Background: an optimization exercise with open tools, aiming at small area. Do not read the settings as production practice. In this exercise RTL edits were held to simulation tests only and were not proved equivalent to the original. Power figures rest on the tool's default switching activity, not on a simulated workload.

### design.v
module pe_fc(
	input [7:0] x,
	input [7:0] w,
	input act,
	input load,
	input [15:0] bias,
	input [23:0] acc,
	input [2:0] cb,
	output [23:0] acc_n,
	output [2:0] cb_n
);
wire [23:0] kb = {4'b0111, 3'b000, ~bias[15], bias};
wire [23:0] base = load ? kb : acc;
wire [2:0] cbg = cb & {3{~load}};
wire p_0_0 = x[0] & w[0];
wire p_0_1 = x[1] & w[0];
wire p_0_2 = x[2] & w[0];
wire p_0_3 = x[3] & w[0];
wire p_0_4 = x[4] & w[0];
wire p_0_5 = x[5] & w[0];
wire p_0_6 = x[6] & w[0];
wire p_1_0 = x[0] & w[1];
wire p_1_1 = x[1] & w[1];
wire p_1_2 = x[2] & w[1];
wire p_1_3 = x[3] & w[1];
wire p_1_4 = x[4] & w[1];
wire p_1_5 = x[5] & w[1];
wire p_1_6 = x[6] & w[1];
wire p_2_0 = x[0] & w[2];
wire p_2_1 = x[1] & w[2];
wire p_2_2 = x[2] & w[2];
wire p_2_3 = x[3] & w[2];
wire p_2_4 = x[4] & w[2];
wire p_2_5 = x[5] & w[2];
wire p_2_6 = x[6] & w[2];
wire p_3_0 = x[0] & w[3];
wire p_3_1 = x[1] & w[3];
wire p_3_2 = x[2] & w[3];
wire p_3_3 = x[3] & w[3];
wire p_3_4 = x[4] & w[3];
wire p_3_5 = x[5] & w[3];
wire p_3_6 = x[6] & w[3];
wire p_4_0 = x[0] & w[4];
wire p_4_1 = x[1] & w[4];
wire p_4_2 = x[2] & w[4];
wire p_4_3 = x[3] & w[4];
wire p_4_4 = x[4] & w[4];
wire p_4_5 = x[5] & w[4];
wire p_4_6 = x[6] & w[4];
wire p_5_0 = x[0] & w[5];
wire p_5_1 = x[1] & w[5];
wire p_5_2 = x[2] & w[5];
wire p_5_3 = x[3] & w[5];
wire p_5_4 = x[4] & w[5];
wire p_5_5 = x[5] & w[5];
wire p_5_6 = x[6] & w[5];
wire p_6_0 = x[0] & w[6];
wire p_6_1 = x[1] & w[6];
wire p_6_2 = x[2] & w[6];
wire p_6_3 = x[3] & w[6];
wire p_6_4 = x[4] & w[6];
wire p_6_5 = x[5] & w[6];
wire p_6_6 = x[6] & w[6];
wire p_7_7 = x[7] & w[7];
wire g_0 = act & ~(x[0] & w[7]);
wire g_1 = act & ~(x[1] & w[7]);
wire g_2 = act & ~(x[2] & w[7]);
wire g_3 = act & ~(x[3] & w[7]);
wire g_4 = act & ~(x[4] & w[7]);
wire g_5 = act & ~(x[5] & w[7]);
wire g_6 = act & ~(x[6] & w[7]);
wire h_0 = act & ~(x[7] & w[0]);
wire h_1 = act & ~(x[7] & w[1]);
wire h_2 = act & ~(x[7] & w[2]);
wire h_3 = act & ~(x[7] & w[3]);
wire h_4 = act & ~(x[7] & w[4]);
wire h_5 = act & ~(x[7] & w[5]);
wire h_6 = act & ~(x[7] & w[6]);
wire n1, n2;
ha u2 (.a(base[5]), .b(p_0_5), .s(n1), .co(n2));
wire n3, n4;
fa u4 (.a(base[6]), .b(p_0_6), .c(p_1_5), .s(n3), .co(n4));
wire n5, n6;
ha u6 (.a(p_2_4), .b(p_3_3), .s(n5), .co(n6));
wire n7, n8;
fa u8 (.a(base[7]), .b(p_1_6), .c(p_2_5), .s(n7), .co(n8));
wire n9, n10;
fa u10 (.a(p_3_4), .b(p_4_3), .c(p_5_2), .s(n9), .co(n10));
wire n11, n12;
ha u12 (.a(p_6_1), .b(g_0), .s(n11), .co(n12));
wire n13, n14;
fa u14 (.a(base[8]), .b(p_2_6), .c(p_3_5), .s(n13), .co(n14));
wire n15, n16;
fa u16 (.a(p_4_4), .b(p_5_3), .c(p_6_2), .s(n15), .co(n16));
wire n17, n18;
ha u18 (.a(g_1), .b(h_1), .s(n17), .co(n18));
wire n19, n20;
fa u20 (.a(base[9]), .b(p_3_6), .c(p_4_5), .s(n19), .co(n20));
wire n21, n22;
fa u22 (.a(p_5_4), .b(p_6_3), .c(g_2), .s(n21), .co(n22));
wire n23, n24;
fa u24 (.a(base[10]), .b(p_4_6), .c(p_5_5), .s(n23), .co(n24));
wire n25, n26;
ha u26 (.a(base[3]), .b(p_0_3), .s(n25), .co(n26));
wire n27, n28;
fa u28 (.a(base[4]), .b(p_0_4), .c(p_1_3), .s(n27), .co(n28));
wire n29, n30;
ha u30 (.a(p_2_2), .b(p_3_1), .s(n29), .co(n30));
wire n31, n32;
fa u32 (.a(p_1_4), .b(p_2_3), .c(p_3_2), .s(n31), .co(n32));
wire n33, n34;
fa u34 (.a(p_4_1), .b(p_5_0), .c(n1), .s(n33), .co(n34));
wire n35, n36;
fa u36 (.a(p_4_2), .b(p_5_1), .c(p_6_0), .s(n35), .co(n36));
wire n37, n38;
fa u38 (.a(n2), .b(n5), .c(n3), .s(n37), .co(n38));
wire n39, n40;
fa u40 (.a(h_0), .b(n6), .c(n11), .s(n39), .co(n40));
wire n41, n42;
fa u42 (.a(n4), .b(n7), .c(n9), .s(n41), .co(n42));
wire n43, n44;
fa u44 (.a(n12), .b(n17), .c(n8), .s(n43), .co(n44));
wire n45, n46;
fa u46 (.a(n10), .b(n13), .c(n15), .s(n45), .co(n46));
wire n47, n48;
fa u48 (.a(h_2), .b(n18), .c(n14), .s(n47), .co(n48));
wire n49, n50;
fa u50 (.a(n16), .b(n19), .c(n21), .s(n49), .co(n50));
wire n51, n52;
fa u52 (.a(p_6_4), .b(g_3), .c(h_3), .s(n51), .co(n52));
wire n53, n54;
fa u54 (.a(n20), .b(n22), .c(n23), .s(n53), .co(n54));
wire n55, n56;
fa u56 (.a(base[11]), .b(p_5_6), .c(p_6_5), .s(n55), .co(n56));
wire n57, n58;
fa u58 (.a(g_4), .b(h_4), .c(n24), .s(n57), .co(n58));
wire n59, n60;
fa u60 (.a(base[12]), .b(p_6_6), .c(g_5), .s(n59), .co(n60));
wire n61, n62;
ha u62 (.a(load), .b(base[13]), .s(n61), .co(n62));
wire n63, n64;
ha u64 (.a(base[2]), .b(p_0_2), .s(n63), .co(n64));
wire n65, n66;
fa u66 (.a(p_1_2), .b(p_2_1), .c(p_3_0), .s(n65), .co(n66));
wire n67, n68;
fa u68 (.a(p_4_0), .b(n26), .c(n29), .s(n67), .co(n68));
wire n69, n70;
fa u70 (.a(n30), .b(n28), .c(n31), .s(n69), .co(n70));
wire n71, n72;
fa u72 (.a(n32), .b(n35), .c(n34), .s(n71), .co(n72));
wire n73, n74;
fa u74 (.a(n36), .b(n39), .c(n38), .s(n73), .co(n74));
wire n75, n76;
fa u76 (.a(n40), .b(n42), .c(n43), .s(n75), .co(n76));
wire n77, n78;
fa u78 (.a(n44), .b(n46), .c(n47), .s(n77), .co(n78));
wire n79, n80;
fa u80 (.a(n51), .b(n48), .c(n50), .s(n79), .co(n80));
wire n81, n82;
fa u82 (.a(n52), .b(n55), .c(n54), .s(n81), .co(n82));
wire n83, n84;
fa u84 (.a(h_5), .b(n56), .c(n59), .s(n83), .co(n84));
wire n85, n86;
fa u86 (.a(n61), .b(g_6), .c(h_6), .s(n85), .co(n86));
wire n87, n88;
ha u88 (.a(base[14]), .b(n62), .s(n87), .co(n88));
wire n89, n90;
ha u90 (.a(base[1]), .b(p_0_1), .s(n89), .co(n90));
wire n91, n92;
fa u92 (.a(p_1_1), .b(p_2_0), .c(n63), .s(n91), .co(n92));
wire n93, n94;
fa u94 (.a(n64), .b(n25), .c(n65), .s(n93), .co(n94));
wire n95, n96;
fa u96 (.a(n66), .b(n27), .c(n67), .s(n95), .co(n96));
wire n97, n98;
fa u98 (.a(n68), .b(n33), .c(n69), .s(n97), .co(n98));
wire n99, n100;
fa u100 (.a(n70), .b(n37), .c(n71), .s(n99), .co(n100));
wire n101, n102;
fa u102 (.a(n41), .b(n72), .c(n73), .s(n101), .co(n102));
wire n103, n104;
fa u104 (.a(n45), .b(n74), .c(n75), .s(n103), .co(n104));
wire n105, n106;
fa u106 (.a(n49), .b(n76), .c(n77), .s(n105), .co(n106));
wire n107, n108;
fa u108 (.a(n53), .b(n78), .c(n79), .s(n107), .co(n108));
wire n109, n110;
fa u110 (.a(n57), .b(n80), .c(n81), .s(n109), .co(n110));
wire n111, n112;
fa u112 (.a(n58), .b(n83), .c(n82), .s(n111), .co(n112));
wire n113, n114;
fa u114 (.a(n60), .b(n85), .c(n84), .s(n113), .co(n114));
wire n115, n116;
fa u116 (.a(p_7_7), .b(n87), .c(n86), .s(n115), .co(n116));
wire n117, n118;
ha u118 (.a(base[15]), .b(n88), .s(n117), .co(n118));
wire n119, n120;
ha u120 (.a(base[0]), .b(p_0_0), .s(n119), .co(n120));
wire n121, n122;
fa u122 (.a(n89), .b(p_1_0), .c(n120), .s(n121), .co(n122));
wire n123, n124;
fa u124 (.a(n90), .b(n91), .c(n122), .s(n123), .co(n124));
wire n125, n126;
fa u126 (.a(n92), .b(n93), .c(n124), .s(n125), .co(n126));
wire n127, n128;
fa u128 (.a(n94), .b(n95), .c(n126), .s(n127), .co(n128));
wire n129, n130;
fa u130 (.a(n96), .b(n97), .c(n128), .s(n129), .co(n130));
wire n131, n132;
fa u132 (.a(n98), .b(n99), .c(cbg[0]), .s(n131), .co(n132));
wire n133, n134;
fa u134 (.a(n100), .b(n101), .c(n132), .s(n133), .co(n134));
wire n135, n136;
fa u136 (.a(n102), .b(n103), .c(n134), .s(n135), .co(n136));
wire n137, n138;
fa u138 (.a(n104), .b(n105), .c(n136), .s(n137), .co(n138));
wire n139, n140;
fa u140 (.a(n106), .b(n107), .c(n138), .s(n139), .co(n140));
wire n141, n142;
fa u142 (.a(n108), .b(n109), .c(n140), .s(n141), .co(n142));
wire n143, n144;
fa u144 (.a(n110), .b(n111), .c(cbg[1]), .s(n143), .co(n144));
wire n145, n146;
fa u146 (.a(n112), .b(n113), .c(n144), .s(n145), .co(n146));
wire n147, n148;
fa u148 (.a(n114), .b(n115), .c(n146), .s(n147), .co(n148));
wire n149, n150;
fa u150 (.a(n116), .b(n117), .c(n148), .s(n149), .co(n150));
wire n151, n152;
fa u152 (.a(n118), .b(base[16]), .c(n150), .s(n151), .co(n152));
wire n153, n154;
ha u154 (.a(base[17]), .b(n152), .s(n153), .co(n154));
wire n155, n156;
ha u156 (.a(base[18]), .b(cbg[2]), .s(n155), .co(n156));
wire n157, n158;
ha u158 (.a(base[19]), .b(n156), .s(n157), .co(n158));
wire n159, n160;
ha u160 (.a(base[20]), .b(n158), .s(n159), .co(n160));
wire n161, n162;
ha u162 (.a(base[21]), .b(n160), .s(n161), .co(n162));
wire n163, n164;
ha u164 (.a(base[22]), .b(n162), .s(n163), .co(n164));
wire n165 = base[23] ^ n164;
assign acc_n = {n165, n163, n161, n159, n157, n155, n153, n151, n149, n147, n145, n143, n141, n139, n137, n135, n133, n131, n129, n127, n125, n123, n121, n119};
assign cb_n = {n154, n142, n130};
endmodule
module rescale(
	input [23:0] s,
	input [1:0] r,
	output [1:0] r_n,
	output [7:0] q
);
wire n1, n2;
ha u2 (.a(s[3]), .b(s[2]), .s(n1), .co(n2));
wire n3, n4;
fa u4 (.a(s[4]), .b(s[3]), .c(s[1]), .s(n3), .co(n4));
wire n5, n6;
fa u6 (.a(s[5]), .b(s[4]), .c(s[2]), .s(n5), .co(n6));
wire n7, n8;
fa u8 (.a(s[6]), .b(s[5]), .c(s[3]), .s(n7), .co(n8));
wire n9, n10;
fa u10 (.a(s[7]), .b(s[6]), .c(s[4]), .s(n9), .co(n10));
wire n11, n12;
fa u12 (.a(s[8]), .b(s[7]), .c(s[5]), .s(n11), .co(n12));
wire n13, n14;
fa u14 (.a(s[9]), .b(s[8]), .c(s[6]), .s(n13), .co(n14));
wire n15, n16;
fa u16 (.a(s[10]), .b(s[9]), .c(s[7]), .s(n15), .co(n16));
wire n17, n18;
fa u18 (.a(s[11]), .b(s[10]), .c(s[8]), .s(n17), .co(n18));
wire n19, n20;
fa u20 (.a(s[12]), .b(s[11]), .c(s[9]), .s(n19), .co(n20));
wire n21, n22;
fa u22 (.a(s[13]), .b(s[12]), .c(s[10]), .s(n21), .co(n22));
wire n23, n24;
fa u24 (.a(s[14]), .b(s[13]), .c(s[11]), .s(n23), .co(n24));
wire n25, n26;
fa u26 (.a(s[15]), .b(s[14]), .c(s[12]), .s(n25), .co(n26));
wire n27, n28;
fa u28 (.a(s[16]), .b(s[15]), .c(s[13]), .s(n27), .co(n28));
wire n29, n30;
fa u30 (.a(s[17]), .b(s[16]), .c(s[14]), .s(n29), .co(n30));
wire n31, n32;
fa u32 (.a(s[18]), .b(s[17]), .c(s[15]), .s(n31), .co(n32));
wire n33, n34;
fa u34 (.a(s[19]), .b(s[18]), .c(s[16]), .s(n33), .co(n34));
wire n35, n36;
fa u36 (.a(s[20]), .b(s[19]), .c(s[17]), .s(n35), .co(n36));
wire n37, n38;
fa u38 (.a(s[21]), .b(s[20]), .c(s[18]), .s(n37), .co(n38));
wire n39, n40;
fa u40 (.a(s[22]), .b(s[21]), .c(s[19]), .s(n39), .co(n40));
wire n41, n42;
fa u42 (.a(s[23]), .b(s[22]), .c(s[20]), .s(n41), .co(n42));
wire n43 = s[1] & s[0];
wire n44;
mj u44 (.a(s[2]), .b(s[1]), .c(n43), .y(n44));
wire n45;
mj u45 (.a(n1), .b(s[0]), .c(n44), .y(n45));
wire n46;
mj u46 (.a(n2), .b(n3), .c(n45), .y(n46));
wire n47;
mj u47 (.a(n4), .b(n5), .c(n46), .y(n47));
wire n48;
mj u48 (.a(n6), .b(n7), .c(n47), .y(n48));
wire n49;
mj u49 (.a(n8), .b(n9), .c(n48), .y(n49));
wire n50;
mj u50 (.a(n10), .b(n11), .c(n49), .y(n50));
wire n51;
mj u51 (.a(n12), .b(n13), .c(n50), .y(n51));
wire n52;
mj u52 (.a(n14), .b(n15), .c(n51), .y(n52));
wire n53;
mj u53 (.a(n16), .b(n17), .c(n52), .y(n53));
wire n54;
mj u54 (.a(n18), .b(n19), .c(n53), .y(n54));
wire n55;
mj u55 (.a(n20), .b(n21), .c(n54), .y(n55));
wire n56;
mj u56 (.a(n22), .b(n23), .c(n55), .y(n56));
wire n57, n58;
fa u58 (.a(n24), .b(n25), .c(r[0]), .s(n57), .co(n58));
wire n59, n60;
fa u60 (.a(n26), .b(n27), .c(n58), .s(n59), .co(n60));
wire n61, n62;
fa u62 (.a(n28), .b(n29), .c(n60), .s(n61), .co(n62));
wire n63, n64;
fa u64 (.a(n30), .b(n31), .c(n62), .s(n63), .co(n64));
wire n65, n66;
fa u66 (.a(n32), .b(n33), .c(n64), .s(n65), .co(n66));
wire n67, n68;
fa u68 (.a(n34), .b(n35), .c(r[1]), .s(n67), .co(n68));
wire n69, n70;
fa u70 (.a(n36), .b(n37), .c(n68), .s(n69), .co(n70));
wire n71, n72;
fa u72 (.a(n38), .b(n39), .c(n70), .s(n71), .co(n72));
wire n73, n74;
fa u74 (.a(n40), .b(n41), .c(n72), .s(n73), .co(n74));
wire n75, n76;
fa u76 (.a(n42), .b(s[21]), .c(n74), .s(n75), .co(n76));
wire n77, n78;
fa u78 (.a(s[22]), .b(s[23]), .c(n76), .s(n77), .co(n78));
wire [27:15] t = {s[23], n78, n77, n75, n73, n71, n69, n67, n65, n63, n61, n59, n57};
assign r_n = {n66, n56};
wire in_range = (&t[27:22]) | ~(|t[27:22]);
assign q = in_range ? t[22:15] : (t[27] ? 8'h80 : 8'h7f);
endmodule
module fa(input a, input b, input c, output s, output co);
assign s = a ^ b ^ c;
assign co = (a & b) | (a & c) | (b & c);
endmodule
module ha(input a, input b, output s, output co);
assign s = a ^ b;
assign co = a & b;
endmodule
module mj(input a, input b, input c, output y);
assign y = (a & b) | (a & c) | (b & c);
endmodule
module fc_top(
	input wire clk,
	input wire rst_n,
	input wire valid_i,
	input wire [9*8-1:0] data_in,
	input wire [9*8-1:0] weight1,
	input wire [9*8-1:0] weight2,
	input wire [31:0] bias,
	output wire valid_o,
	output wire [7:0] data1_o,
	output wire [7:0] data2_o
);
reg [3:0] cnt;
reg [4:0] num_cnt;
always @(posedge clk or negedge rst_n) begin
	if (!rst_n)
		cnt <= 4'd0;
	else if (valid_i)
		cnt <= 4'd1;
	else if (cnt == 4'd13)
		cnt <= 4'd0;
	else if (cnt != 4'd0)
		cnt <= cnt + 4'd1;
end
always @(posedge clk or negedge rst_n) begin
	if (!rst_n)
		num_cnt <= 5'd0;
	else if (valid_i)
		num_cnt <= num_cnt + 5'd1;
end
assign valid_o = (cnt == 4'd13) && (num_cnt == 5'd0);
reg [63:0] w1_sr, w2_sr;
always @(posedge clk) begin
	if (valid_i) begin
		w1_sr <= weight1[71:8];
		w2_sr <= weight2[71:8];
	end else begin
		w1_sr <= {weight1[71:64], w1_sr[63:8]};
		w2_sr <= {weight2[71:64], w2_sr[63:8]};
	end
end
wire act = valid_i | ((cnt != 4'd0) && (cnt <= 4'd8));
reg [7:0] pe_data;
integer k;
always @(*) begin
	pe_data = valid_i ? data_in[7:0] : 8'd0;
	for (k = 1; k < 9; k = k + 1)
		if (cnt == k)
			pe_data = data_in[8*k +: 8];
end
wire [7:0] pe_w1 = valid_i ? weight1[7:0] : w1_sr[7:0];
wire [7:0] pe_w2 = valid_i ? weight2[7:0] : w2_sr[7:0];
wire load = (num_cnt == 5'd0) && ((cnt == 4'd0) || (cnt == 4'd13));
reg [23:0] acc1, acc2;
reg [2:0] cb1, cb2;
wire [23:0] acc1_n, acc2_n;
wire [2:0] cb1_n, cb2_n;
pe_fc u_pe_fc1(
	.x(pe_data), .w(pe_w1), .act(act), .load(load), .bias(bias[15:0]),
	.acc(acc1), .cb(cb1), .acc_n(acc1_n), .cb_n(cb1_n)
);
pe_fc u_pe_fc2(
	.x(pe_data), .w(pe_w2), .act(act), .load(load), .bias(bias[31:16]),
	.acc(acc2), .cb(cb2), .acc_n(acc2_n), .cb_n(cb2_n)
);
always @(posedge clk) begin
	acc1 <= acc1_n;
	acc2 <= acc2_n;
	cb1 <= cb1_n;
	cb2 <= cb2_n;
end
reg [1:0] rc1, rc2;
wire [1:0] rc1_n, rc2_n;
rescale u_rescale1(.s(acc1), .r(rc1), .r_n(rc1_n), .q(data1_o));
rescale u_rescale2(.s(acc2), .r(rc2), .r_n(rc2_n), .q(data2_o));
always @(posedge clk) begin
	rc1 <= rc1_n;
	rc2 <= rc2_n;
end
endmodule
### constraint.sdc
create_clock -name core_clock -period 8.0 [get_ports {clk}]
set_input_delay 1.6000 -clock core_clock [delete_from_list [all_inputs] [get_ports {clk}]]
set_output_delay 1.6000 -clock core_clock [all_outputs]
set_load 0.01 [all_outputs]
### config.mk
export PLATFORM = sky130hd
export DESIGN_NAME = fc_top
export DESIGN_NICKNAME = fc_top
export VERILOG_FILES = /design/flow/design.v
export SDC_FILE = /design/flow/constraint.sdc
export NUM_CORES = 4
export LEC_CHECK = 0
export CAP_MARGIN = 20
export CORE_MARGIN = 2
export CORE_UTILIZATION = 40
export PLACE_DENSITY = 0.6
export SLEW_MARGIN = 20
export SYNTH_HIERARCHICAL = 1
export SYNTH_MINIMUM_KEEP_SIZE = 0
### run.sh
#!/bin/bash
# synth_recipe.tcl (not shown) runs the flow's synth.tcl, then flattens the netlist and writes it again
# the make line also repeats each setting of config.mk as NAME=value (left out here)
make -C /OpenROAD-flow-scripts/flow DESIGN_CONFIG=/design/flow/config.mk WORK_HOME=/design/flow/orfs CLKGATE_MAP_FILE= SYNTH_SCRIPT=/design/flow/synth_recipe.tcl finish
==> results of run 1 <==
## flip-flops by register name, indices dropped and copies added (netlist names)
register  cells
w1_sr        64
w2_sr        64
acc1         24
acc2         24
num_cnt       5
cnt           4
cb1           3
cb2           3
rc1           2
rc2           2
## final cells by class
type	instances	area, um^2	share of cell area (%)
Inverter	6	22.5	0.135
Clock buffer	18	439	2.63
Tap cell	442	553	3.32
Sequential cell	195	3950	23.7
Multi-Input combinational cell	762	8690	52.1
Timing Repair Buffer	285	2830	17.0
Clock inverter	14	188	1.13
## modules after synthesis, one instance, submodules excluded
module	cells	flip-flops and latches	cell area, um^2
fa	1	0	20.0
fc_top	525	195	6600
ha	1	0	12.5
mj	1	0	11.3
pe_fc	124	0	963
rescale	19	0	136
## worst register-to-register path, cell delays in order, from the launching register on
cell	delay, ns
dfrtp_1	0.70
nor2b_1	0.72
o221ai_1	0.25
nand2b_1	0.12
a31oi_1	0.04
a221o_1	0.52
and2_1	0.27
fa_1	0.42
fa_1	0.42
fa_1	0.45
fa_1	0.40
fa_1	0.44
fa_1	0.39
fa_1	0.39
fa_1	0.40
fa_1	0.38
ha_1	0.28
## routing by layer
layer,track usage (%),vias to the layer above,routed length [um]
li1,-,3950,-
met1,21.5,4169,12300
met2,30.9,232,14900
met3,6.25,33,2400
met4,5.65,0,551
met5,0,-,0
## placed cells by master, fill, tap and decap left out, types with 3 or more instances in the layout
cell type,synthesis,routed
o22ai_1,7,7
nand2_1,42,42
o22ai_2,7,7
a21o_1,14,14
nand2b_1,17,17
dfrtp_1,9,9
dfxtp_1,186,186
fa_1,190,190
buf_4,61,16
o21ai_0,8,8
maj3_2,26,26
nor2b_1,20,20
mux2i_1,5,5
inv_1,5,5
mux2_4,20,20
clkdlybuf4s50_1,0,266
a21oi_1,20,19
a222oi_1,7,7
nor3_1,3,3
ha_1,40,40
o211ai_1,7,7
or2_1,6,6
a21boi_0,28,28
mux2_2,140,140
inv_8,0,5
nor4_1,3,3
xnor2_1,5,5
o21ai_1,9,8
and2_1,103,103
nand4_1,4,4
nor2_1,11,11
clkbuf_16,0,17
## path summary, 6_finish.rpt
path | to | startpoint | slack, ns | cells after the start
hold / removal | w1_sr[36] | w1_sr[44] | 0.45 | 1
max in group asynchronous | cnt[1] | rst_n | 6.21 | 1
setup reg to reg | acc2[17] | cnt[2] | 1.30 | 16
min in group asynchronous | num_cnt[0] | rst_n | 1.47 | 1
hold reg to reg | w1_sr[36] | w1_sr[44] | 0.45 | 1
setup / recovery | acc2[17] | data_in[19] | 1.07 | 16
## report_power, final
group | internal [mW] | total, mW | switching [mW]
combinational | 2.40 | 4.50 | 2.10
sequential | 1.30 | 1.57 | 0.270
clock | 0.487 | 0.909 | 0.423
total | 4.18 | 6.98 | 2.79
## kinds of logic after synthesis
logic type      Yosys count  share of synthesized area [%]
compound gates          115                           6.19
xor+xnor                  7                          0.459
fa+ha+maj               256                           34.4
buf+inv                 108                           5.55
flops                   195                           29.5
mux                     165                           14.4
simple gates            219                           9.48
==> reports/results.tsv, run 1 <==
stage	metric	value	unit
power_and_ir_drop	power	6.98	mW
cells_and_area	finish.utilization	51.0	%
timing	worst_slack	1.07	ns
timing	timing.fmax	0.144	GHz
clock_tree	cts_sinks	195	
cells_and_area	layout-drive-gt1-share	19.8	%
global_route	overflow	0	
placed_design	place_area	16100	um^2
timing	fin_tns_setup	0	ns
placed_design	dp_slack	0.581	ns
clock_tree	clk_pin_slew_worst_paths	0.08	ns
setup_path	cp-start-kind	input port	
global_route	grt_max_degree	136	
floorplanning	die_h	187	um
cells_and_area	finalNonFillerCells	1722	
synth	yosys_warnings	7	
route	drt_iter0_markers	253	
clock_tree	cts_tree	built	
route	ant_nets	0	
power_and_ir_drop	p_leak	6.68	nW
worst_hold_path	hp-class	reg2reg	
floorplanning	fp.dieW	187	um
synth	synth_top_area_cell	fa_1	
synth	yosysSeqAreaShare	29.5	%
synth	yosysMostFrequentCell	fa_1	
setup_path	cpPeakStageDelay	0.52	ns
synth	synth_area_leaders	fa_1 28%, dfxtp_1 28%, mux2_2 12%, and2_1 4.8%, ha_1 3.7%	
synth	synth_top_cells_by_count	190 x fa_1, 186 x dfxtp_1, 140 x mux2_2, 103 x and2_1, 61 x buf_4	
timing	period_minus_slack	6.93	ns
synth	avgSynthCellArea	12.6	um^2
global_route	grtUsageTotal	18.1	%
global_route	grt_pass1_vias	9268	
setup_path	slowest_stage	a221o_1	
timing	hold_viol	0	
timing	fin_crit_sh	86.7	%
cells_and_area	antenna_cells	0	
timing	rsz0062_at_grt	no	
synth	syn_nets	1546	
status	outcome	finished clean	
route	drc	0	
timing	finalMaxSlewViolations	0	
route	routedWlPerCell	17.5	um
floorplanning	core	32700	um^2
setup_path	cp_top_family	adder cells	
synth	ys_ff_latch	195	
timing	tightest_slew	0.794	ns
clock_tree	h-tree-depth	4	
setup_path	critPathCaptureType	flop	
global_route	antenna_found_initial	2	
placed_design	detailed_place_hpwl	23800	um
synth	syn_area	13400	um^2
route	vias_per_cell	4.87	
floorplanning	rows	66	
clock_tree	clk_latency	0.45	ns
cells_and_area	final.fill_count	2985	
setup_path	cp_max_fo	16	
synth	synthArstFlopShare	4.62	%
placed_design	port-buffer-count	267	
route	drt-total-wl	30200	um
clock_tree	hold_buffers	0	
timing	finalSetupViolations	0	
clock_tree	post_cts_buffers	0	
route	drtPass1Iterations	5	
setup_path	crit_buf_inv	1	
clock_tree	cts_buffers	17	
placed_design	dp_cells	1690	
clock_tree	cts_resized	0	
synth	synthCells	1065	
placed_design	gp_congestion	0.828	
floorplanning	dieArea	34900	um^2
synth	synth_edf_count	0	
global_route	grt_pass1_wl	49700	um
synth	synth_top_area_share	28.4	%
cells_and_area	syn_to_final_growth	24.8	%
setup_path	critical_path_class	in2reg	
power_and_ir_drop	powerDensity	418	nW/um^2
clock_tree	cts_root_buf	clkbuf_16	
synth	synth_top_flop_cell	dfxtp_1	
floorplanning	initial_core_util	40.9	%
setup_path	crit_chain	clkdlybuf4s50_1, mux2i_1, a22o_1, a31oi_1, a221o_1, and2_1, fa_1, fa_1, fa_1, fa_1, fa_1, fa_1, fa_1, fa_1, fa_1, ha_1	
synth	ys_types	54	
setup_path	required	8.33	ns
timing	clock_skew	0.0142	ns
setup_path	critPathArrivalTime	7.26	ns
route	vias	8384	
cells_and_area	fin_area	16700	um^2
job	cap_violations	0	
cells_and_area	nets	1748	
power_and_ir_drop	ir_worst_vdd	0.228	mV
setup_path	crit_top_cell	fa_1	
floorplanning	io_pins	268	
timing	relSlewSlack	47.0	%
timing	hold_slack	0.455	ns
clock_tree	clockBufferDepth	2	
==> inputs of run 2 (changes only) <==
==> flow/run.sh (new file) <==
#!/bin/bash
# The standard layout (standard.sh), with the port buffers made of the
# smallest plain buffer cell instead of ORFS's default choice.
set -euo pipefail
export BUFFER_PORTS_ARGS="-buffer_cell sky130_fd_sc_hd__buf_1"
bash standard.sh > standard.log 2>&1
==> standard.sh (new file) <==
#!/bin/bash
# synth_recipe.tcl (not shown) runs the flow's synth.tcl, then flattens the netlist and writes it again
# the make line also repeats each setting of config.mk as NAME=value (left out here)
make -C /OpenROAD-flow-scripts/flow DESIGN_CONFIG=/design/flow/config.mk WORK_HOME=/design/flow/orfs CLKGATE_MAP_FILE= SYNTH_SCRIPT=/design/flow/synth_recipe.tcl "${@:-finish}"
removed: run.sh
==> run 2 against run 1 <==
  * Synthesized area stayed put
  * Count of clock-buffer cells in the layout is 1 lower
  * Synthesized cell count stayed put
  * Die area stayed put
  * Clock power is 5.5% higher
  * Maximum frequency is 1.1% higher
  * Worst setup slack better by 0.073 ns
  * Hold slack better by 0.0014 ns
  * Final area is 9.9% lower
  * Sequential power hardly changed
  * Cell count is 0.12% lower
  * Routed wire length is 1.5% lower
  * Highest routed layer unchanged
==> reports/results.tsv, run 2 <==
stage	metric	value	unit
setup_path	r2r_cells	16	
timing	relSlewSlack	37.9	%
placed_design	detailed_place_hpwl	23400	um
clock_tree	clk_pin_slew_worst_paths	0.08	ns
synth	synth_area_leaders	fa_1 28%, dfxtp_1 28%, mux2_2 12%, and2_1 4.8%, ha_1 3.7%	
clock_tree	cts_root_buf	clkbuf_16	
floorplanning	initial_core_util	40.9	%
route	vias	8411	
synth	synth_edf_count	0	
route	drtPass1Iterations	5	
clock_tree	hold_buffers	0	
setup_path	reg2reg_from	cnt[3]	
worst_hold_path	hp-class	reg2reg	
synth	syn_nets	1546	
route	vias_per_cell	4.89	
setup_path	r2r_slack	1.21	ns
worst_hold_path	hold_end	w2_sr[44]	
timing	timing.fmax	0.146	GHz
floorplanning	fp.dieW	187	um
global_route	overflow	0	
floorplanning	die_h	187	um
worst_hold_path	min_from	w2_sr[52]	
job	cap_violations	0	
cells_and_area	mostFrequentLayoutCell	buf_1	
power_and_ir_drop	p_leak	5.96	nW
cells_and_area	top_regs	w1_sr (64), w2_sr (64)	
placed_design	dp_slack	0.425	ns
setup_path	crit_top_cell	fa_1	
timing	finalSetupViolations	0	
synth	synth_top_area_cell	fa_1	
route	ant_nets	0	
setup_path	cp_top_family	adder cells	
global_route	grtUsageTotal	17.8	%
synth	yosys_warnings	7	
setup_path	critPathCaptureType	flop	
clock_tree	clockBufferDepth	2	
global_route	grt_max_degree	140	
setup_path	cpPeakStageDelay	0.51	ns
global_route	grt_pass1_wl	48900	um
route	drc	0	
timing	clock_skew	0.0161	ns
setup_path	crit_buf_inv	2	
floorplanning	io_pins	268	
timing	fin_crit_sh	85.8	%
timing	rsz0062_at_grt	no	
clock_tree	cts_resized	0	
timing	period_minus_slack	6.86	ns
cells_and_area	layout_common_cells	266 x buf_1, 190 x fa_1, 186 x dfxtp_1, 140 x mux2_2, 103 x and2_1	
floorplanning	core	32700	um^2
clock_tree	cts_sinks	195	
clock_tree	h-tree-depth	4	
synth	yosysMostFrequentCell	fa_1	
cells_and_area	nets	1746	
timing	worst_slack	1.14	ns
synth	ys_ff_latch	195	
global_route	antenna_found_initial	1	
clock_tree	cts_buffers	17	
synth	synth_top_area_share	28.4	%
cells_and_area	syn_to_final_growth	12.4	%
synth	yosysSeqAreaShare	29.5	%
setup_path	cp-start-kind	input port	
synth	syn_area	13400	um^2
floorplanning	dieArea	34900	um^2
setup_path	reg2reg_to	acc2[17]	
synth	ys_types	54	
synth	synth_top_flop_cell	dfxtp_1	
timing	hold_slack	0.456	ns
status	outcome	finished clean	
power_and_ir_drop	powerDensity	456	nW/um^2
cells_and_area	finish.utilization	45.9	%
clock_tree	clk_latency	0.44	ns
placed_design	port-buffer-count	267	
synth	synthCells	1065	
cells_and_area	antenna_cells	0	
synth	synth_top_cells_by_count	190 x fa_1, 186 x dfxtp_1, 140 x mux2_2, 103 x and2_1, 61 x buf_4	
timing	finalMaxSlewViolations	0	
synth	avgSynthCellArea	12.6	um^2
route	drt_iter0_markers	422	
route	routedWlPerCell	17.3	um
power_and_ir_drop	ir_worst_vdd	0.233	mV
global_route	grt_pass1_vias	9209	
synth	synthArstFlopShare	4.62	%
clock_tree	cts_tree	built	
timing	hold_viol	0	
setup_path	critPathArrivalTime	7.19	ns
timing	tightest_slew	0.925	ns
setup_path	critical_path_class	in2reg	
clock_tree	post_cts_buffers	0	
setup_path	crit_chain	clkbuf_4, buf_12, mux2_2, and2_1, fa_1, fa_1, fa_1, fa_1, fa_1, fa_1, fa_1, fa_1, fa_1, ha_1	
cells_and_area	layout-drive-gt1-share	19.7	%
setup_path	slowest_stage	mux2_2	
worst_hold_path	min_delay_path_depth	1	
floorplanning	rows	66	
timing	fin_tns_setup	0	ns
route	drt-total-wl	29700	um
setup_path	required	8.33	ns
setup_path	cp_max_fo	139	
placed_design	gp_congestion	0.848	
-- run 2: cell count changes in the layout (fill, tap and decap cells not counted), sizes merged --
cell           previous run  this run
inv                      12        17
clkinv                    5         2
clkdlybuf4s50           266         0
buf                      19       282
clkinvlp                  1         0
-- run 2: per-stage QoR --
step           area (um^2)  total power [mW]  std cells
2_1_floorplan        13400              6.49       1065
3_3_place_gp         14400              5.90       1688
3_5_place_dp         14400              6.06       1688
4_1_cts              15000              7.06       1720
5_1_grt              15000              7.80       1720
6_report             15000              6.86       1720
-- run 2: routing by layer --
| layer | track usage (%) | routed length [um] | share of wire, % | up-vias |
|---|---|---|---|---|
| met5 | 0 | 0 | 0 | - |
| met4 | 4.33 | 405 | 1.4 | 0 |
| met3 | 5.40 | 2220 | 7.5 | 31 |
| met2 | 30.8 | 14900 | 50 | 268 |
| met1 | 21.8 | 12200 | 41 | 4164 |
| li1 | - | - | - | 3948 |
-- run 2: report_power, final --
group,internal (mW),switching (mW)
combinational,2.21,2.12
sequential,1.30,0.268
clock,0.498,0.461
-- run 2: worst register-to-register path, stage by stage (launching register included) --
cell and delay, ns:
dfrtp_1 0.69, nand2b_1 0.34, or3_1 0.49, o211ai_1 0.15
a21oi_1 0.09, o21ai_1 0.71, and2_1 0.27, fa_1 0.43
fa_1 0.40, fa_1 0.41, fa_1 0.43, fa_1 0.45
fa_1 0.39, fa_1 0.39, fa_1 0.39, fa_1 0.37
ha_1 0.27
-- run 2: layout make-up --
cell class | instances | area [um^2]
fill | 3130 | 17700
multi-input combinational | 762 | 8700
timing repair buffer | 283 | 1140
sequential | 195 | 3950
tap | 442 | 553
inverter | 6 | 22.5
clock inverter | 15 | 236
clock buffer | 17 | 425
-- run 2: how the worst max path moves through the flow --
| stage | start | endpoint | slack, ns | cells past startpoint |
|---|---|---|---|---|
| floorplan | valid_i | acc1[17] | 0.98 | 17 |
| global placement | valid_i | acc2[17] | 0.64 | 16 |
| detailed placement | valid_i | acc1[17] | 0.43 | 16 |
| CTS | cnt[3] | acc1[17] | 0.84 | 16 |
| global route | cnt[3] | acc2[17] | 0.89 | 16 |
| finish | valid_i | acc2[17] | 1.14 | 14 |
-- run 2: Yosys stat by module (local to each module, per instance) --
| module | cells inside | copies in the design | flip-flops and latches | area, um^2 |
|---|---|---|---|---|
| fa | 1 | 190 | 0 | 20.0 |
| fc_top | 525 | 1 | 195 | 6600 |
| ha | 1 | 38 | 0 | 12.5 |
| mj | 1 | 26 | 0 | 11.3 |
| pe_fc | 124 | 2 | 0 | 963 |
| rescale | 19 | 2 | 0 | 136 |
-- run 2: kinds of logic after synthesis --
family | share of synthesized area (%)
fa+ha+maj | 34.4
mux | 14.4
buf+inv | 5.55
simple gates | 9.48
flops | 29.5
xor+xnor | 0.459
compound gates | 6.19
==> inputs of run 3 (changes only) <==
--- a/design.v
+++ b/design.v
@@ -1,4 +1,4 @@
 module pe_fc(
-	input [7:0] x,
-	input [7:0] w,
+	input [7:0] xn,
+	input [7:0] wn,
 	input act,
@@ -14,66 +14,66 @@
 wire [2:0] cbg = cb & {3{~load}};
-wire p_0_0 = x[0] & w[0];
-wire p_0_1 = x[1] & w[0];
-wire p_0_2 = x[2] & w[0];
-wire p_0_3 = x[3] & w[0];
-wire p_0_4 = x[4] & w[0];
-wire p_0_5 = x[5] & w[0];
-wire p_0_6 = x[6] & w[0];
-wire p_1_0 = x[0] & w[1];
-wire p_1_1 = x[1] & w[1];
-wire p_1_2 = x[2] & w[1];
-wire p_1_3 = x[3] & w[1];
-wire p_1_4 = x[4] & w[1];
-wire p_1_5 = x[5] & w[1];
-wire p_1_6 = x[6] & w[1];
-wire p_2_0 = x[0] & w[2];
-wire p_2_1 = x[1] & w[2];
-wire p_2_2 = x[2] & w[2];
-wire p_2_3 = x[3] & w[2];
-wire p_2_4 = x[4] & w[2];
-wire p_2_5 = x[5] & w[2];
-wire p_2_6 = x[6] & w[2];
-wire p_3_0 = x[0] & w[3];
-wire p_3_1 = x[1] & w[3];
-wire p_3_2 = x[2] & w[3];
-wire p_3_3 = x[3] & w[3];
-wire p_3_4 = x[4] & w[3];
-wire p_3_5 = x[5] & w[3];
-wire p_3_6 = x[6] & w[3];
-wire p_4_0 = x[0] & w[4];
-wire p_4_1 = x[1] & w[4];
-wire p_4_2 = x[2] & w[4];
-wire p_4_3 = x[3] & w[4];
-wire p_4_4 = x[4] & w[4];
-wire p_4_5 = x[5] & w[4];
-wire p_4_6 = x[6] & w[4];
-wire p_5_0 = x[0] & w[5];
-wire p_5_1 = x[1] & w[5];
-wire p_5_2 = x[2] & w[5];
-wire p_5_3 = x[3] & w[5];
-wire p_5_4 = x[4] & w[5];
-wire p_5_5 = x[5] & w[5];
-wire p_5_6 = x[6] & w[5];
-wire p_6_0 = x[0] & w[6];
-wire p_6_1 = x[1] & w[6];
-wire p_6_2 = x[2] & w[6];
-wire p_6_3 = x[3] & w[6];
-wire p_6_4 = x[4] & w[6];
-wire p_6_5 = x[5] & w[6];
-wire p_6_6 = x[6] & w[6];
-wire p_7_7 = x[7] & w[7];
-wire g_0 = act & ~(x[0] & w[7]);
-wire g_1 = act & ~(x[1] & w[7]);
-wire g_2 = act & ~(x[2] & w[7]);
-wire g_3 = act & ~(x[3] & w[7]);
-wire g_4 = act & ~(x[4] & w[7]);
-wire g_5 = act & ~(x[5] & w[7]);
-wire g_6 = act & ~(x[6] & w[7]);
-wire h_0 = act & ~(x[7] & w[0]);
-wire h_1 = act & ~(x[7] & w[1]);
-wire h_2 = act & ~(x[7] & w[2]);
-wire h_3 = act & ~(x[7] & w[3]);
-wire h_4 = act & ~(x[7] & w[4]);
-wire h_5 = act & ~(x[7] & w[5]);
-wire h_6 = act & ~(x[7] & w[6]);
+wire p_0_0 = ~(xn[0] | wn[0]);
+wire p_0_1 = ~(xn[1] | wn[0]);
+wire p_0_2 = ~(xn[2] | wn[0]);
+wire p_0_3 = ~(xn[3] | wn[0]);
+wire p_0_4 = ~(xn[4] | wn[0]);
+wire p_0_5 = ~(xn[5] | wn[0]);
+wire p_0_6 = ~(xn[6] | wn[0]);
+wire p_1_0 = ~(xn[0] | wn[1]);
+wire p_1_1 = ~(xn[1] | wn[1]);
+wire p_1_2 = ~(xn[2] | wn[1]);
+wire p_1_3 = ~(xn[3] | wn[1]);
+wire p_1_4 = ~(xn[4] | wn[1]);
+wire p_1_5 = ~(xn[5] | wn[1]);
+wire p_1_6 = ~(xn[6] | wn[1]);
+wire p_2_0 = ~(xn[0] | wn[2]);
+wire p_2_1 = ~(xn[1] | wn[2]);
+wire p_2_2 = ~(xn[2] | wn[2]);
+wire p_2_3 = ~(xn[3] | wn[2]);
+wire p_2_4 = ~(xn[4] | wn[2]);
+wire p_2_5 = ~(xn[5] | wn[2]);
+wire p_2_6 = ~(xn[6] | wn[2]);
+wire p_3_0 = ~(xn[0] | wn[3]);
+wire p_3_1 = ~(xn[1] | wn[3]);
+wire p_3_2 = ~(xn[2] | wn[3]);
+wire p_3_3 = ~(xn[3] | wn[3]);
+wire p_3_4 = ~(xn[4] | wn[3]);
+wire p_3_5 = ~(xn[5] | wn[3]);
+wire p_3_6 = ~(xn[6] | wn[3]);
+wire p_4_0 = ~(xn[0] | wn[4]);
+wire p_4_1 = ~(xn[1] | wn[4]);
+wire p_4_2 = ~(xn[2] | wn[4]);
+wire p_4_3 = ~(xn[3] | wn[4]);
+wire p_4_4 = ~(xn[4] | wn[4]);
+wire p_4_5 = ~(xn[5] | wn[4]);
+wire p_4_6 = ~(xn[6] | wn[4]);
+wire p_5_0 = ~(xn[0] | wn[5]);
+wire p_5_1 = ~(xn[1] | wn[5]);
+wire p_5_2 = ~(xn[2] | wn[5]);
+wire p_5_3 = ~(xn[3] | wn[5]);
+wire p_5_4 = ~(xn[4] | wn[5]);
+wire p_5_5 = ~(xn[5] | wn[5]);
+wire p_5_6 = ~(xn[6] | wn[5]);
+wire p_6_0 = ~(xn[0] | wn[6]);
+wire p_6_1 = ~(xn[1] | wn[6]);
+wire p_6_2 = ~(xn[2] | wn[6]);
+wire p_6_3 = ~(xn[3] | wn[6]);
+wire p_6_4 = ~(xn[4] | wn[6]);
+wire p_6_5 = ~(xn[5] | wn[6]);
+wire p_6_6 = ~(xn[6] | wn[6]);
+wire p_7_7 = ~(xn[7] | wn[7]);
+wire g_0 = act & (xn[0] | wn[7]);
+wire g_1 = act & (xn[1] | wn[7]);
+wire g_2 = act & (xn[2] | wn[7]);
+wire g_3 = act & (xn[3] | wn[7]);
+wire g_4 = act & (xn[4] | wn[7]);
+wire g_5 = act & (xn[5] | wn[7]);
+wire g_6 = act & (xn[6] | wn[7]);
+wire h_0 = act & (xn[7] | wn[0]);
+wire h_1 = act & (xn[7] | wn[1]);
+wire h_2 = act & (xn[7] | wn[2]);
+wire h_3 = act & (xn[7] | wn[3]);
+wire h_4 = act & (xn[7] | wn[4]);
+wire h_5 = act & (xn[7] | wn[5]);
+wire h_6 = act & (xn[7] | wn[6]);
 wire n1, n2;
@@ -348,2 +348,11 @@
 endmodule
+module xmux(input [8:0] sel, input [71:0] d, output [7:0] xn);
+genvar j;
+generate for (j = 0; j < 8; j = j + 1) begin: BIT
+	wire a = ~((sel[0] & d[j]) | (sel[1] & d[8 + j]) | (sel[2] & d[16 + j]));
+	wire b = ~((sel[3] & d[24 + j]) | (sel[4] & d[32 + j]) | (sel[5] & d[40 + j]));
+	wire c = ~((sel[6] & d[48 + j]) | (sel[7] & d[56 + j]) | (sel[8] & d[64 + j]));
+	assign xn[j] = a & b & c;
+end endgenerate
+endmodule
 module fa(input a, input b, input c, output s, output co);
@@ -401,12 +410,12 @@
 wire act = valid_i | ((cnt != 4'd0) && (cnt <= 4'd8));
-reg [7:0] pe_data;
-integer k;
-always @(*) begin
-	pe_data = valid_i ? data_in[7:0] : 8'd0;
-	for (k = 1; k < 9; k = k + 1)
-		if (cnt == k)
-			pe_data = data_in[8*k +: 8];
-end
-wire [7:0] pe_w1 = valid_i ? weight1[7:0] : w1_sr[7:0];
-wire [7:0] pe_w2 = valid_i ? weight2[7:0] : w2_sr[7:0];
+wire [8:0] dsel;
+assign dsel[0] = valid_i;
+genvar gk;
+generate for (gk = 1; gk < 9; gk = gk + 1) begin: DSEL
+	assign dsel[gk] = (cnt == gk);
+end endgenerate
+wire [7:0] pe_xn;
+xmux u_xmux(.sel(dsel), .d(data_in), .xn(pe_xn));
+wire [7:0] pe_wn1 = ~(valid_i ? weight1[7:0] : w1_sr[7:0]);
+wire [7:0] pe_wn2 = ~(valid_i ? weight2[7:0] : w2_sr[7:0]);
 wire load = (num_cnt == 5'd0) && ((cnt == 4'd0) || (cnt == 4'd13));
@@ -417,3 +426,3 @@
 pe_fc u_pe_fc1(
-	.x(pe_data), .w(pe_w1), .act(act), .load(load), .bias(bias[15:0]),
+	.xn(pe_xn), .wn(pe_wn1), .act(act), .load(load), .bias(bias[15:0]),
 	.acc(acc1), .cb(cb1), .acc_n(acc1_n), .cb_n(cb1_n)
@@ -421,3 +430,3 @@
 pe_fc u_pe_fc2(
-	.x(pe_data), .w(pe_w2), .act(act), .load(load), .bias(bias[31:16]),
+	.xn(pe_xn), .wn(pe_wn2), .act(act), .load(load), .bias(bias[31:16]),
 	.acc(acc2), .cb(cb2), .acc_n(acc2_n), .cb_n(cb2_n)
==> flow/run.sh (replaced) <==
#!/bin/bash
# The standard layout (standard.sh) with two changes: the port buffers are the
# smallest plain buffer cell instead of ORFS's default choice, and clock tree
# synthesis uses clkbuf_8 buffers and no dummy loads.
set -euo pipefail
export BUFFER_PORTS_ARGS="-buffer_cell sky130_fd_sc_hd__buf_1"
export CTS_ARGS="-sink_clustering_enable -repair_clock_nets -dont_use_dummy_load -buf_list sky130_fd_sc_hd__clkbuf_8"
bash standard.sh > standard.log 2>&1
==> run 3 against run 2 <==
  * Non-clock buffer count is 12 higher
  * Cell count is 7.4% lower
  * Hold slack worse by 0.026 ns
  * Worst setup slack better by 0.034 ns
  * Critical endpoint is now acc1[11]
==> reports/results.tsv, run 3 <==
stage	metric	value	unit
route	drc	0	
setup_path	cp-start-kind	input port	
synth	ys_ff_latch	195	
cells_and_area	multiInputGateArea	8020	um^2
synth	synthArstFlopShare	4.62	%
clock_tree	hold_buffers	0	
clock_tree	clk_latency	0.48	ns
route	ant_nets	0	
worst_hold_path	hp-class	reg2reg	
synth	synth_fa_ha_area_share	35.8	%
cells_and_area	fin_area	13900	um^2
cells_and_area	syn_to_final_growth	8.50	%
route	vias_per_cell	4.97	
power_and_ir_drop	powerDensity	442	nW/um^2
clock_tree	cts_resized	0	
synth	synth_top_family_by_area	adder cells	
timing	relSlewSlack	33.5	%
timing	fin_tns_setup	0	ns
setup_path	critPathCaptureType	flop	
power_and_ir_drop	p_leak	5.54	nW
timing	rsz0062_at_grt	no	
synth	synth_compound_area_share	5.52	%
synth	synth-xor-area-share	0.477	%
cells_and_area	layout-drive-gt1-share	19.2	%
synth	synth_top_flop_cell	dfxtp_1	
synth	syn_nets	1488	
cells_and_area	final.fill_count	3016	
synth	synthSimpleGateAreaFrac	5.88	%
synth	yosysMostFrequentCell	fa_1	
cells_and_area	top_regs	w1_sr (64), w2_sr (64)	
setup_path	critical_path_class	in2reg	
timing	hold_viol	0	
placed_design	detailed_place_hpwl	23700	um
timing	timing.fmax	0.146	GHz
clock_tree	cts_tree	built	
placed_design	place_area	13700	um^2
timing	period_minus_slack	6.83	ns
clock_tree	clockBufferDepth	2	
floorplanning	initial_core_util	40.7	%
floorplanning	fp.dieW	183	um
status	outcome	finished clean	
synth	synthCells	1007	
timing	finalMaxSlewViolations	0	
clock_tree	h-tree-depth	4	
clock_tree	cts_root_buf	clkbuf_8	
synth	syn_area	12800	um^2
global_route	grtUsageTotal	18.0	%
synth	ys_types	41	
clock_tree	cts_buffers	17	
cells_and_area	mostFrequentLayoutCell	buf_1	
synth	avgSynthCellArea	12.8	um^2
synth	synth_top_area_cell	fa_1	
synth	synth_mux_area_share	14.6	%
route	vias	7925	
setup_path	critPathArrivalTime	7.15	ns
cells_and_area	layout_common_cells	266 x buf_1, 190 x fa_1, 186 x dfxtp_1, 124 x mux2_2, 110 x nor2_1	
floorplanning	dieArea	33600	um^2
global_route	overflow	0	
timing	finalSetupViolations	0	
timing	fin_crit_sh	85.3	%
floorplanning	die_h	183	um
synth	synth_area_leaders	fa_1 30%, dfxtp_1 29%, mux2_2 11%, ha_1 3.9%, buf_4 3.6%	
floorplanning	core	31600	um^2
global_route	antenna_found_initial	3	
synth	synth_top_cells_by_count	190 x fa_1, 186 x dfxtp_1, 124 x mux2_2, 110 x nor2_1, 61 x buf_4	
synth	yosysSeqAreaShare	30.7	%
clock_tree	cts_sinks	195	
floorplanning	rows	65	
placed_design	gp_congestion	0.858	
synth	synth_top_area_share	29.6	%
clock_tree	clk_pin_slew_worst_paths	0.11	ns
route	drt_iter0_markers	428	
job	cap_violations	0	
route	drt-total-wl	28900	um
setup_path	required	8.33	ns
global_route	grt_max_degree	74	
timing	tightest_slew	0.969	ns
synth	yosys_warnings	7	
route	drtPass1Iterations	5	
route	routedWlPerCell	18.1	um
floorplanning	io_pins	268	
placed_design	port-buffer-count	267	
cells_and_area	regArea	3950	um^2
timing	clock_skew	0.0472	ns
global_route	grt_pass1_vias	8819	
power_and_ir_drop	ir_worst_vdd	0.230	mV
setup_path	cp_max_fo	16	
cells_and_area	nets	1673	
synth	synth_edf_count	0	
global_route	grt_pass1_wl	46100	um
clock_tree	post_cts_buffers	0	
[run 3: final cells by class]
class                   instances  share of cell area (%)
clock buffers                  17                    1.68
inverters                       4                   0.108
multi-input cells             679                    57.5
diodes                          1                  0.0180
well taps                     402                    3.61
repair buffers                295                    8.73
flip-flops and latches        195                    28.3
[run 3: worst paths after layout]
| check | start | to | slack, ns | cells after the start |
|---|---|---|---|---|
| hold reg to reg | w2_sr[43] | w2_sr[35] | 0.43 | 1 |
| setup reg to reg | cnt[1] | acc1[11] | 1.38 | 17 |
| max in group asynchronous | rst_n | cnt[2] | 6.58 | 1 |
| setup / recovery | data_in[45] | acc1[11] | 1.17 | 16 |
| min in group asynchronous | rst_n | num_cnt[1] | 1.06 | 1 |
| hold / removal | w2_sr[43] | w2_sr[35] | 0.43 | 1 |
[run 3: worst max-delay path: stages]
cell and delay (ns):
buf_1 0.07, a222oi_1 0.64, nand3_1 0.17, a221oi_2 0.21
buf_4 0.27, nor2_1 0.08, ha_1 0.29, fa_1 0.41
fa_1 0.54, fa_1 0.45, fa_1 0.43, fa_1 0.39
fa_1 0.39, fa_1 0.39, fa_1 0.39, fa_1 0.43
[run 3: where the power goes]
group / internal [mW] / leakage (nW) / switching, mW
Clock: 0.189 / 0.122 / 0.304
Combinational: 2.10 / 3.74 / 2.01
Sequential: 1.30 / 1.68 / 0.259
[run 3: cell families after synthesis]
| group | after synthesis |
|---|---|
| muxes | 162 |
| adders and majority gates | 256 |
| DFF | 195 |
| buffers and inverters | 133 |
| and+or+nand+nor | 169 |
| AOI/OAI and AO/OA | 85 |
| xor gates and xnor gates | 7 |
[run 3: layer usage]
metal	vias up	GRT usage, %	wire length, um
met5	-	0	27
met4	4	6.46	762
met3	40	5.06	2230
met2	291	31.9	14600
met1	3914	20.9	11300
li1	3676	-	-
[run 3: per-module statistics from Yosys, one instance, submodules excluded]
module / cells inside / flops+latches / copies in the design
fc_top: 386 / 195 / 1
pe_fc: 140 / 0 / 2
xmux: 49 / 0 / 1
rescale: 19 / 0 / 2
fa: 1 / 0 / 190
ha: 1 / 0 / 38
mj: 1 / 0 / 26
[run 3: stage by stage]
step	std cells	hold slack (ns)	power [mW]	setup WS [ns]	utilization, %
3_3_place_gp	1575	0.437	5.66	0.848	43.4
3_5_place_dp	1575	0.440	5.79	0.743	43.4
5_1_grt	1593	0.442	7.07	0.978	44.2
6_report	1593	0.431	6.16	1.17	44.2
4_1_cts	1592	0.427	6.31	1.26	44.2
2_1_floorplan	1007	0.434	6.31	1.29	-

-- separate check: timing with driven ports --
In the flow no input, the clock included, has a driving cell. The finished layouts below were timed again as built, in two steps.
Step 1 (the two cells are an assumption about what drives the block):
set clk [get_ports {clk}]
set_driving_cell -lib_cell sky130_fd_sc_hd__clkbuf_16 $clk
set_driving_cell -lib_cell sky130_fd_sc_hd__buf_2 [delete_from_list [all_inputs] $clk]
Step 2 also shifts input and output timing later by t, the mid clock arrival at the registers, as if the neighbouring blocks saw the same clock.
Three values: no drivers, after step 1, after step 2; two values: the first two.
| run | shift t [ns] | setup WS [ns] | pins driven straight from the clock port |
|---|---|---|---|
| run 1 | 0.487 | 1.067 / 1.094 / 0.607 | 1 |
| run 2 | 0.485 | 1.140 / 1.166 / 0.681 | 1 |
| run 3 | 0.498 | 1.174 / 1.198 / 0.700 | 1 |
After both steps setup and hold are still met in every run listed. For run 3, which loses most, drivers alone change the setup slack by +0.024 ns; drivers and shift together by -0.474 ns.
